Source: an optimization exercise on an open RTL-to-GDS flow (aim: small area, a short achievable clock period and few clock cycles). Production flows keep margins and buffers that such runs may drop. RTL that was checked went through simulation tests only; none was proved equivalent to the original.

==> inputs of fjord <==
==> flow/design.v <==
module DW_div_pipe #(
    parameter a_width     = 31,
    parameter b_width     = 31,
    parameter tc_mode     = 1,
    parameter rem_mode    = 0,
    parameter num_stages  = 10,
    parameter stall_mode  = 1,
    parameter rst_mode    = 1,
    parameter op_iso_mode = 0
) (
    input                      clk,
    input                      rst_n,
    input                      en,
    input      [a_width-1:0]   a,
    input      [b_width-1:0]   b,
    output     [a_width-1:0]   quotient,
    output     [b_width-1:0]   remainder,
    output                     divide_by_0
);
localparam NS = num_stages - 1;           
localparam W  = a_width;
wire          a_neg = (tc_mode != 0) & a[a_width-1];
wire          b_neg = (tc_mode != 0) & b[b_width-1];
wire [W-1:0]       a_mag = a_neg ? (~a + 1'b1) : a;
wire [b_width-1:0] b_mag = b_neg ? (~b + 1'b1) : b;
reg [b_width:0]   r_q [0:NS-1];
reg [W-1:0]       d_q [0:NS-1];
reg [b_width-1:0] m_q [0:NS-1];
reg               n_q [0:NS-1];
genvar k;
generate
    for (k = 0; k < NS; k = k + 1) begin : g_stage
        localparam integer LO = (k * W) / NS;
        localparam integer HI = ((k + 1) * W) / NS;
        wire [b_width:0]   r_in = (k == 0) ? {(b_width+1){1'b0}} : r_q[(k == 0) ? 0 : k-1];
        wire [W-1:0]       d_in = (k == 0) ? a_mag : d_q[(k == 0) ? 0 : k-1];
        wire [b_width-1:0] m_in = (k == 0) ? b_mag : m_q[(k == 0) ? 0 : k-1];
        wire               n_in = (k == 0) ? (a_neg ^ b_neg) : n_q[(k == 0) ? 0 : k-1];
        reg  [b_width:0]   r_c;
        reg  [W-1:0]       d_c;
        integer j;
        always @(*) begin
            r_c = r_in;
            d_c = d_in;
            for (j = LO; j < HI; j = j + 1) begin
                r_c = {r_c[b_width-1:0], d_c[W-1]};
                d_c = {d_c[W-2:0], 1'b0};
                if (r_c >= {1'b0, m_in}) begin
                    r_c = r_c - {1'b0, m_in};
                    d_c[0] = 1'b1;
                end
            end
        end
        always @(posedge clk or negedge rst_n) begin
            if (!rst_n) begin
                r_q[k] <= 0;
                d_q[k] <= 0;
                m_q[k] <= 0;
                n_q[k] <= 1'b0;
            end else if (en) begin
                r_q[k] <= r_c;
                d_q[k] <= d_c;
                m_q[k] <= m_in;
                n_q[k] <= n_in;
            end
        end
    end
endgenerate
assign quotient    = n_q[NS-1] ? (~d_q[NS-1] + 1'b1) : d_q[NS-1];
assign remainder   = {b_width{1'b0}};
assign divide_by_0 = 1'b0;
endmodule
module TRIANGLE(
    input  wire        clk,
    input  wire        rst_n,
    input  wire        in_valid,
    input  wire [7:0]  in_length,
    output wire [15:0] out_cos,
    output reg         out_valid,
    output reg  [1:0]  out_tri
);
localparam [4:0] ST_D0 = 5'd5;     
localparam [4:0] ST_L0 = 5'd17;    
localparam [4:0] ST_L2 = 5'd19;    
reg [4:0] st;
always @(posedge clk or negedge rst_n) begin
    if (!rst_n) st <= 5'd0;
    else if (st == 5'd0) st <= in_valid ? 5'd1 : 5'd0;
    else if (st == ST_L2) st <= 5'd0;
    else st <= st + 5'd1;
end
reg       f_sq, f_pr, f_ini;
reg [2:0] f_acc;
always @(posedge clk) begin
    f_sq     <= (st == 5'd0) || (st == 5'd1) || (st == 5'd2);    
    f_pr     <= (st == 5'd3) || (st == 5'd4) || (st == 5'd5);    
    f_acc[0] <= (st >= 5'd1) && (st <= 5'd3);                    
    f_acc[1] <= (st >= 5'd1) && (st <= 5'd4);                    
    f_acc[2] <= (st >= 5'd1) && (st <= 5'd5);                    
    f_ini    <= (st == 5'd1);                                    
end
reg [7:0] mx, my;
reg [15:0] p0, p1, p2;
always @(posedge clk) begin
    mx <= (st <= 5'd2) ? in_length : (st == 5'd5) ? p2[7:0] : mx;
    my <= (st <= 5'd2) ? in_length : (st == 5'd3) ? p0[7:0] :
          (st == 5'd4) ? p2[7:0] : my;
end
wire [15:0] m = mx * my;
reg [15:0] s;
always @(posedge clk) s <= f_sq ? m : 16'd0;
wire ins = (st == 5'd1) || (st == 5'd2);    
always @(posedge clk) begin
    p0 <= f_pr ? m : ins ? {8'd0, mx} : p2;
    p1 <= p0;
    p2 <= p1;
end
function [18:0] lane;    
    input [17:0] r;
    input [15:0] p;
    input        sub;    
    input        acc;
    input        init;
    reg [18:0] a, bx, t;
    reg        ci, ad, c0;
    begin
        if (acc) begin
            a  = init ? 19'd0 : {r[17], r};
            bx = sub ? ~{3'b000, s} : {3'b000, s};
            ci = sub;
        end else begin
            a  = {r, 1'b0};
            ad = r[17];
            bx = ad ? {2'b00, p, 1'b0} : ~{2'b00, p, 1'b0};
            ci = ~ad;
        end
        {t, c0} = {a, 1'b1} + {bx, ci};    
        lane = t;
    end
endfunction
reg signed [17:0] r0, r1, r2;
reg [10:0]        q0, q1, q2;
reg               n0, n1, n2;    
reg               e0, e1, e2;    
wire [18:0] x0 = lane(r0, p0, 1'b1, f_acc[0], f_ini);
wire [18:0] x1 = lane(r1, p1, 1'b0, f_acc[1], f_ini);
wire [18:0] x2 = lane(r2, p2, 1'b0, f_acc[2], f_ini);
wire z0 = (r0 == 18'sd0);
wire z1 = (r1 == 18'sd0);
wire z2 = (r2 == 18'sd0);
wire last_acc = (st == 5'd4);
always @(posedge clk) begin
    r1 <= x0[17:0]; r2 <= x1[17:0]; r0 <= x2[17:0];
    q1 <= {q0[9:0], ~r0[17]};
    q2 <= {q1[9:0], ~r1[17]};
    q0 <= {q2[9:0], ~r2[17]};
    n1 <= last_acc ? x0[18] : n0;
    n2 <= last_acc ? x1[18] : n1;
    n0 <= last_acc ? x2[18] : n2;
    e1 <= ~f_acc[0] & (e0 | z0);
    e2 <= ~f_acc[1] & (e1 | z1);
    e0 <= ~f_acc[2] & (e2 | z2);
    if (st == ST_D0)
        out_tri <= (z0 | z1 | z2) ? 2'd3 : (n0 | n1 | n2) ? 2'd1 : 2'd0;
end
wire [11:0] qh  = {q0, ~r0[17]};
wire        b   = ~x0[18];
wire        inc = ~(e0 | z0 | (x0 == 19'd0));
wire [12:0] qp  = {1'b0, qh} + 13'd1;
wire [13:0] c   = ~n0 ? {1'b0, qh, b} :
                  (inc & b) ? {~qp[12], qp[11:0], 1'b0} : {1'b1, qh, b | inc};
reg [13:0] oc;
always @(posedge clk) oc <= c;
assign out_cos = {oc[13], oc[13], oc};
always @(posedge clk or negedge rst_n) begin
    if (!rst_n) out_valid <= 1'b0;
    else out_valid <= (st >= ST_L0) && (st <= ST_L2);
end
endmodule
==> flow/flow/run.sh <==
#!/bin/bash
# Own layout flow: the standard flow unchanged, except that the port
# buffers that buffer_ports inserts during placement are buf_2 cells rather
# than the delay buffer it picks by default.
set -euo pipefail
export BUFFER_PORTS_ARGS="-buffer_cell sky130_fd_sc_hd__buf_2"
bash standard.sh > standard_flow.log 2>&1
==> flow/standard.sh <==
#!/bin/bash
# synth_recipe.tcl (not shown) runs the flow's synth.tcl, then flattens the netlist and writes it again
# the make line also repeats each setting of config.mk as NAME=value (left out here)
make -C /OpenROAD-flow-scripts/flow DESIGN_CONFIG=/design/flow/config.mk WORK_HOME=/design/flow/orfs CLKGATE_MAP_FILE= SYNTH_SCRIPT=/design/flow/synth_recipe.tcl "${@:-finish}"
==> flow/config.mk <==
export PLATFORM = sky130hd
export DESIGN_NAME = TRIANGLE
export DESIGN_NICKNAME = TRIANGLE
export VERILOG_FILES = /design/flow/design.v
export SDC_FILE = /design/flow/constraint.sdc
export NUM_CORES = 4
export LEC_CHECK = 0
export ABC_AREA = 1
export CAP_MARGIN = 20
export CORE_MARGIN = 2
export CORE_UTILIZATION = 65
export CTS_BUF_LIST = sky130_fd_sc_hd__clkbuf_4 sky130_fd_sc_hd__clkbuf_8 sky130_fd_sc_hd__clkbuf_16
export CTS_CLUSTER_DIAMETER = 100
export CTS_CLUSTER_SIZE = 20
export PLACE_DENSITY = 0.75
export SLEW_MARGIN = 20
==> flow/constraint.sdc <==
create_clock -name core_clock -period 20.0 [get_ports {clk}]
set_input_delay 4.0000 -clock core_clock [delete_from_list [all_inputs] [get_ports {clk}]]
set_output_delay 4.0000 -clock core_clock [all_outputs]
set_load 0.01 [all_outputs]
==> juniper: changes against fjord <==
==> flow/design.v, changed modules only <==
module TRIANGLE(
    input  wire        clk,
    input  wire        rst_n,
    input  wire        in_valid,
    input  wire [7:0]  in_length,
    output wire [15:0] out_cos,
    output reg         out_valid,
    output reg  [1:0]  out_tri
);
localparam [4:0] ST_D0 = 5'd5;     
localparam [4:0] ST_L0 = 5'd17;    
localparam [4:0] ST_L2 = 5'd19;    
reg [4:0] st;
always @(posedge clk or negedge rst_n) begin
    if (!rst_n) st <= 5'd0;
    else if (st == 5'd0) st <= in_valid ? 5'd1 : 5'd0;
    else if (st == ST_L2) st <= 5'd0;
    else st <= st + 5'd1;
end
reg       f_sq, f_pr, f_ini;
reg [2:0] f_acc;
always @(posedge clk) begin
    f_sq     <= (st == 5'd0) || (st == 5'd1) || (st == 5'd2);    
    f_pr     <= (st == 5'd3) || (st == 5'd4) || (st == 5'd5);    
    f_acc[0] <= (st >= 5'd1) && (st <= 5'd3);                    
    f_acc[1] <= (st >= 5'd1) && (st <= 5'd4);                    
    f_acc[2] <= (st >= 5'd1) && (st <= 5'd5);                    
    f_ini    <= (st == 5'd1);                                    
end
reg [7:0] mx, my;
reg [15:0] p0, p1, p2;
always @(posedge clk) begin
    mx <= (st <= 5'd2) ? in_length : (st == 5'd5) ? p2[7:0] : mx;
    my <= (st <= 5'd2) ? in_length : (st == 5'd3) ? p0[7:0] :
          (st == 5'd4) ? p2[7:0] : my;
end
function [15:0] mul8;
    input [7:0] x;
    input [7:0] y;
    reg [15:0] acc;
    integer i;
    begin
        acc = 16'd0;
        for (i = 0; i < 8; i = i + 1)
            acc = acc + ({8'd0, x & {8{y[i]}}} << i);
        mul8 = acc;
    end
endfunction
wire [15:0] m = mul8(mx, my);
reg [15:0] s;
always @(posedge clk) s <= f_sq ? m : 16'd0;
wire ins = (st == 5'd1) || (st == 5'd2);    
always @(posedge clk) begin
    p0 <= f_pr ? m : ins ? {8'd0, mx} : p2;
    p1 <= p0;
    p2 <= p1;
end
function [19:0] add20;
    input [19:0] x;
    input [19:0] y;
    reg [19:0] g, p, G, P;
    integer i, d;
    begin
        g = x & y; p = x ^ y;
        G = g; P = p;
        for (d = 1; d < 20; d = d * 2)
            for (i = 2 * d - 1; i < 20; i = i + 2 * d) begin
                G[i] = G[i] | (P[i] & G[i-d]);
                P[i] = P[i] & P[i-d];
            end
        for (d = 8; d >= 1; d = d / 2)
            for (i = 3 * d - 1; i < 20; i = i + 2 * d) begin
                G[i] = G[i] | (P[i] & G[i-d]);
                P[i] = P[i] & P[i-d];
            end
        add20 = p ^ {G[18:0], 1'b0};
    end
endfunction
function [19:0] add20s;
    input [19:0] x;
    input [19:0] y;
    reg [19:0] g, p, c;
    reg [4:0] GG, PP;
    reg [5:0] gc;
    reg t;
    integer i, k;
    begin
        g = x & y; p = x ^ y;
        for (k = 0; k < 5; k = k + 1) begin
            t = 1'b0;
            PP[k] = &p[4*k +: 4];
            for (i = 0; i < 4; i = i + 1) t = g[4*k+i] | (p[4*k+i] & t);
            GG[k] = t;
        end
        gc[0] = 1'b0;
        for (k = 0; k < 5; k = k + 1) gc[k+1] = GG[k] | (PP[k] & gc[k]);
        for (k = 0; k < 5; k = k + 1) begin
            c[4*k] = gc[k];
            for (i = 1; i < 4; i = i + 1)
                c[4*k+i] = g[4*k+i-1] | (p[4*k+i-1] & c[4*k+i-1]);
        end
        add20s = p ^ c;
    end
endfunction
function [18:0] lane;    
    input        fast;   
    input [17:0] r;
    input [15:0] p;
    input        sub;    
    input        acc;
    input        init;
    reg [18:0] a, bx, t;
    reg        ci, ad, c0;
    begin
        if (acc) begin
            a  = init ? 19'd0 : {r[17], r};
            bx = sub ? ~{3'b000, s} : {3'b000, s};
            ci = sub;
        end else begin
            a  = {r, 1'b0};
            ad = r[17];
            bx = ad ? {2'b00, p, 1'b0} : ~{2'b00, p, 1'b0};
            ci = ~ad;
        end
        if (fast) {t, c0} = add20({a, 1'b1}, {bx, ci});    
        else      {t, c0} = add20s({a, 1'b1}, {bx, ci});
        lane = t;
    end
endfunction
reg signed [17:0] r0, r1, r2;
reg [10:0]        q0, q1, q2;
reg               n0, n1, n2;    
reg               e0, e1, e2;    
wire [18:0] x0 = lane(1'b1, r0, p0, 1'b1, f_acc[0], f_ini);
wire [18:0] x1 = lane(1'b0, r1, p1, 1'b0, f_acc[1], f_ini);
wire [18:0] x2 = lane(1'b0, r2, p2, 1'b0, f_acc[2], f_ini);
wire z0 = (r0 == 18'sd0);
wire z1 = (r1 == 18'sd0);
wire z2 = (r2 == 18'sd0);
reg [1:0] typ;
always @(posedge clk) out_tri <= typ;
wire last_acc = (st == 5'd4);
always @(posedge clk) begin
    r1 <= x0[17:0]; r2 <= x1[17:0]; r0 <= x2[17:0];
    q1 <= {q0[9:0], ~r0[17]};
    q2 <= {q1[9:0], ~r1[17]};
    q0 <= {q2[9:0], ~r2[17]};
    n1 <= last_acc ? x0[18] : n0;
    n2 <= last_acc ? x1[18] : n1;
    n0 <= last_acc ? x2[18] : n2;
    e1 <= ~f_acc[0] & (e0 | z0);
    e2 <= ~f_acc[1] & (e1 | z1);
    e0 <= ~f_acc[2] & (e2 | z2);
    if (st == ST_D0)
        typ <= (z0 | z1 | z2) ? 2'd3 : (n0 | n1 | n2) ? 2'd1 : 2'd0;
end
wire [11:0] qh  = {q0, ~r0[17]};
wire        b   = ~x0[18];
wire        inc = ~(e0 | z0 | (x0 == 19'd0));
wire [12:0] qp  = {1'b0, qh} + 13'd1;
wire [13:0] c   = ~n0 ? {1'b0, qh, b} :
                  (inc & b) ? {~qp[12], qp[11:0], 1'b0} : {1'b1, qh, b | inc};
reg [13:0] oc;
always @(posedge clk) oc <= c;
assign out_cos = {oc[13], oc[13], oc};
always @(posedge clk or negedge rst_n) begin
    if (!rst_n) out_valid <= 1'b0;
    else out_valid <= (st >= ST_L0) && (st <= ST_L2);
end
endmodule
==> flow/flow/run.sh (replaced) <==
#!/bin/bash
# Own layout flow: the standard flow unchanged, except that
# - the port buffers that buffer_ports inserts during placement are buf_2
#   cells rather than the delay buffer it picks by default, and
# - clock tree synthesis builds the tree from clkbuf_8 cells under a
#   clkbuf_16 root and adds no dummy loads.
set -euo pipefail
export BUFFER_PORTS_ARGS="-buffer_cell sky130_fd_sc_hd__buf_2"
export CTS_ARGS="-sink_clustering_enable -repair_clock_nets -buf_list sky130_fd_sc_hd__clkbuf_8 -root_buf sky130_fd_sc_hd__clkbuf_16 -dont_use_dummy_load"
bash standard.sh > standard_flow.log 2>&1
- CTS_BUF_LIST: sky130_fd_sc_hd__clkbuf_4 sky130_fd_sc_hd__clkbuf_8 sky130_fd_sc_hd__clkbuf_16 -> unset
- CTS_CLUSTER_DIAMETER: 100 -> unset
- CTS_CLUSTER_SIZE: 20 -> unset
==> raven: changes against fjord <==
==> flow/design.v, changed modules only <==
module TRIANGLE(
    input  wire        clk,
    input  wire        rst_n,
    input  wire        in_valid,
    input  wire [7:0]  in_length,
    output reg  [15:0] out_cos,
    output reg         out_valid,
    output reg  [1:0]  out_tri
);
localparam [4:0] ST_A1 = 5'd2;     
localparam [4:0] ST_A2 = 5'd3;     
localparam [4:0] ST_A3 = 5'd4;     
localparam [4:0] ST_D0 = 5'd5;     
localparam [4:0] ST_L  = 5'd17;    
localparam [4:0] ST_O0 = 5'd18;
localparam [4:0] ST_O1 = 5'd19;
reg [4:0] st;
always @(posedge clk or negedge rst_n) begin
    if (!rst_n) st <= 5'd0;
    else if (st == 5'd0) st <= in_valid ? 5'd1 : 5'd0;
    else if (st == ST_O1) st <= 5'd0;
    else st <= st + 5'd1;
end
reg f_a1, f_a2, f_a3;
reg [2:0] f_acc, f_ini;
always @(posedge clk) begin
    f_a1  <= (st == ST_A1 - 5'd1);
    f_a2  <= (st == ST_A2 - 5'd1);
    f_a3  <= (st == ST_A3 - 5'd1);
    f_acc[0] <= (st >= ST_A1 - 5'd1) && (st <= ST_A3 - 5'd1);
    f_acc[1] <= (st == 5'd1) || (st == 5'd2) || (st == 5'd3);
    f_acc[2] <= (st[4:2] == 3'd0) && (st[1:0] != 2'd0);
    f_ini[0] <= (st == 5'd1);
    f_ini[1] <= (st[4:1] == 4'd0) && st[0];
    f_ini[2] <= ~(|st[4:1]) & st[0];
end
reg [7:0] la, lb, lc;
always @(posedge clk) begin
    la <= f_a2 ? la : in_length;
    lb <= f_a2 ? lc : la;
    lc <= lb;
end
function [15:0] square8;
    input [7:0] a;
    reg [15:0] acc;
    integer i;
    begin
        acc = 16'd0;
        for (i = 0; i < 8; i = i + 1)
            acc = acc + (({8'd0, (a >> (i + 1)) & {8{a[i]}}} << (2 * i + 2))
                         | ({15'd0, a[i]} << (2 * i)));
        square8 = acc;
    end
endfunction
reg [15:0] s;
always @(posedge clk) s <= square8(la);
wire [15:0] m = la * lb;
reg [15:0] p0, p1, p2;
always @(posedge clk) begin
    if (f_a1) p2 <= m;
    if (f_a2) p0 <= m;
    if (f_a3) p1 <= m;
end
function qbit;
    input [18:0] r;
    input        n;
    begin
        qbit = n ? (r[18] | (r == 19'd0)) : ~r[18];
    end
endfunction
function [18:0] lane;    
    input [17:0] r;
    input [15:0] p;
    input        n;
    input        sub;
    input        acc;
    input        init;
    reg [18:0] a, bx, t;
    reg        ci, ad, c0;
    begin
        if (acc) begin
            a  = init ? 19'd0 : {r[17], r};
            bx = sub ? ~{3'b000, s} : {3'b000, s};
            ci = sub;
        end else begin
            a  = {r, 1'b0};
            ad = ~(qbit({r[17], r}, n) ^ n);
            bx = ad ? {2'b00, p, 1'b0} : ~{2'b00, p, 1'b0};
            ci = ~ad;
        end
        {t, c0} = {a, 1'b1} + {bx, ci};    
        lane = t;
    end
endfunction
reg signed [17:0] r0, r1, r2;
reg [10:0]        q0;
reg [11:0]        q1;
reg [12:0]        q2;
reg               n0, n1, n2;
wire [18:0] x0 = lane(r0, p0, n0, f_a1, f_acc[0], f_ini[0]);
wire [18:0] x1 = lane(r1, p1, n1, f_a2, f_acc[1], f_ini[1]);
wire [18:0] x2 = lane(r2, p2, n2, f_a3, f_acc[2], f_ini[2]);
wire qb0 = qbit({r0[17], r0}, n0);
wire qb1 = qbit({r1[17], r1}, n1);
wire qb2 = qbit({r2[17], r2}, n2);
always @(posedge clk) begin
    r0 <= x0[17:0]; r1 <= x1[17:0]; r2 <= x2[17:0];
    q0 <= {q0[9:0], qb0};
    q1 <= {q1[10:0], qb1};
    q2 <= {q2[11:0], qb2};
    if (f_a3) begin
        n0 <= x0[18]; n1 <= x1[18]; n2 <= x2[18];
    end
    if (st == ST_D0)
        out_tri <= (r0 == 18'sd0 || r1 == 18'sd0 || r2 == 18'sd0) ? 2'd3 :
                   (n0 | n1 | n2) ? 2'd1 : 2'd0;
end
wire [11:0] qh0 = {q0, qb0};
wire        b0  = qbit(x0, n0);
wire        lst = (st == ST_L);
wire        o0  = (st == ST_O0);
wire [12:0] qsel = o0 ? {q1, qb1} : q2;
wire        nsel = o0 ? n1 : n2;
wire [15:0] negx = -{3'b0, lst ? {1'b0, qh0} : qsel};
wire [15:0] c0 = n0 ? (b0 ? {3'b111, ~qh0, 1'b1} : {negx[14:0], 1'b0})
                    : {3'b000, qh0, b0};
always @(posedge clk) begin
    out_cos <= lst ? c0 : (nsel ? negx : {3'b000, qsel});
end
always @(posedge clk or negedge rst_n) begin
    if (!rst_n) out_valid <= 1'b0;
    else out_valid <= lst | o0 | (st == ST_O1);
end
endmodule
- CORE_UTILIZATION: 65 -> 40
- CTS_BUF_LIST: sky130_fd_sc_hd__clkbuf_4 sky130_fd_sc_hd__clkbuf_8 sky130_fd_sc_hd__clkbuf_16 -> unset
- CTS_CLUSTER_DIAMETER: 100 -> unset
- CTS_CLUSTER_SIZE: 20 -> unset
- PLACE_DENSITY: 0.75 -> 0.6
==> comparison <==
In juniper the die area is lower than in fjord, by about 9%.
Against raven, the synthesized cell count of fjord is smaller by about 14%.
Of fjord and raven, fjord has the higher setup slack (gap 110 ps).
The highest sequential cell count belongs to raven, the lowest to fjord.
The highest register-to-register slack belongs to fjord, the lowest to raven.
Global-route usage, highest first: fjord, juniper, raven.
Hold slack, highest first: raven, juniper, fjord.
Fmax, highest first: juniper, fjord, raven.
Testbench counts of fjord, summed over its fixed seeds: cycles 23,032.
Testbench counts of raven, summed over its fixed seeds: cycles 23,032.
Only the layout flow was run in juniper; the RTL was not checked for function there.

[what the ideal ports hide]
No port has a modelled driver above. Below, the same layouts with a new extraction and two added sets of constraints.
Step 1 sets driving cells, clkbuf_16 on the clock port and buf_2 on the other inputs (assumed; they add their load-dependent delay and slew).
Step 2, shift: input delay + t, output delay - t, t = (earliest + latest rising clock arrival at the registers) / 2. This alone moves slack from input paths to output paths.
Slacks: ideal ports / drivers / drivers and shift; pairs: ideal ports / drivers.
run | t, ns | slack for setup (ns) | clock arrival spread, ns | slew at the worst register clock pin (ns) | pins driven straight from the clock port
fjord | 0.492 | 15.043 / 14.995 / 15.468 | 0.021 / 0.021 | 0.09 / 0.09 | 1
juniper | 0.419 | 15.124 / 15.080 / 15.124 | 0.046 / 0.046 | 0.11 / 0.11 | 1
raven | 0.593 | 14.930 / 14.899 / 14.930 | 0.029 / 0.028 | 0.06 / 0.06 | 1
After both steps setup and hold are still met in every run listed.
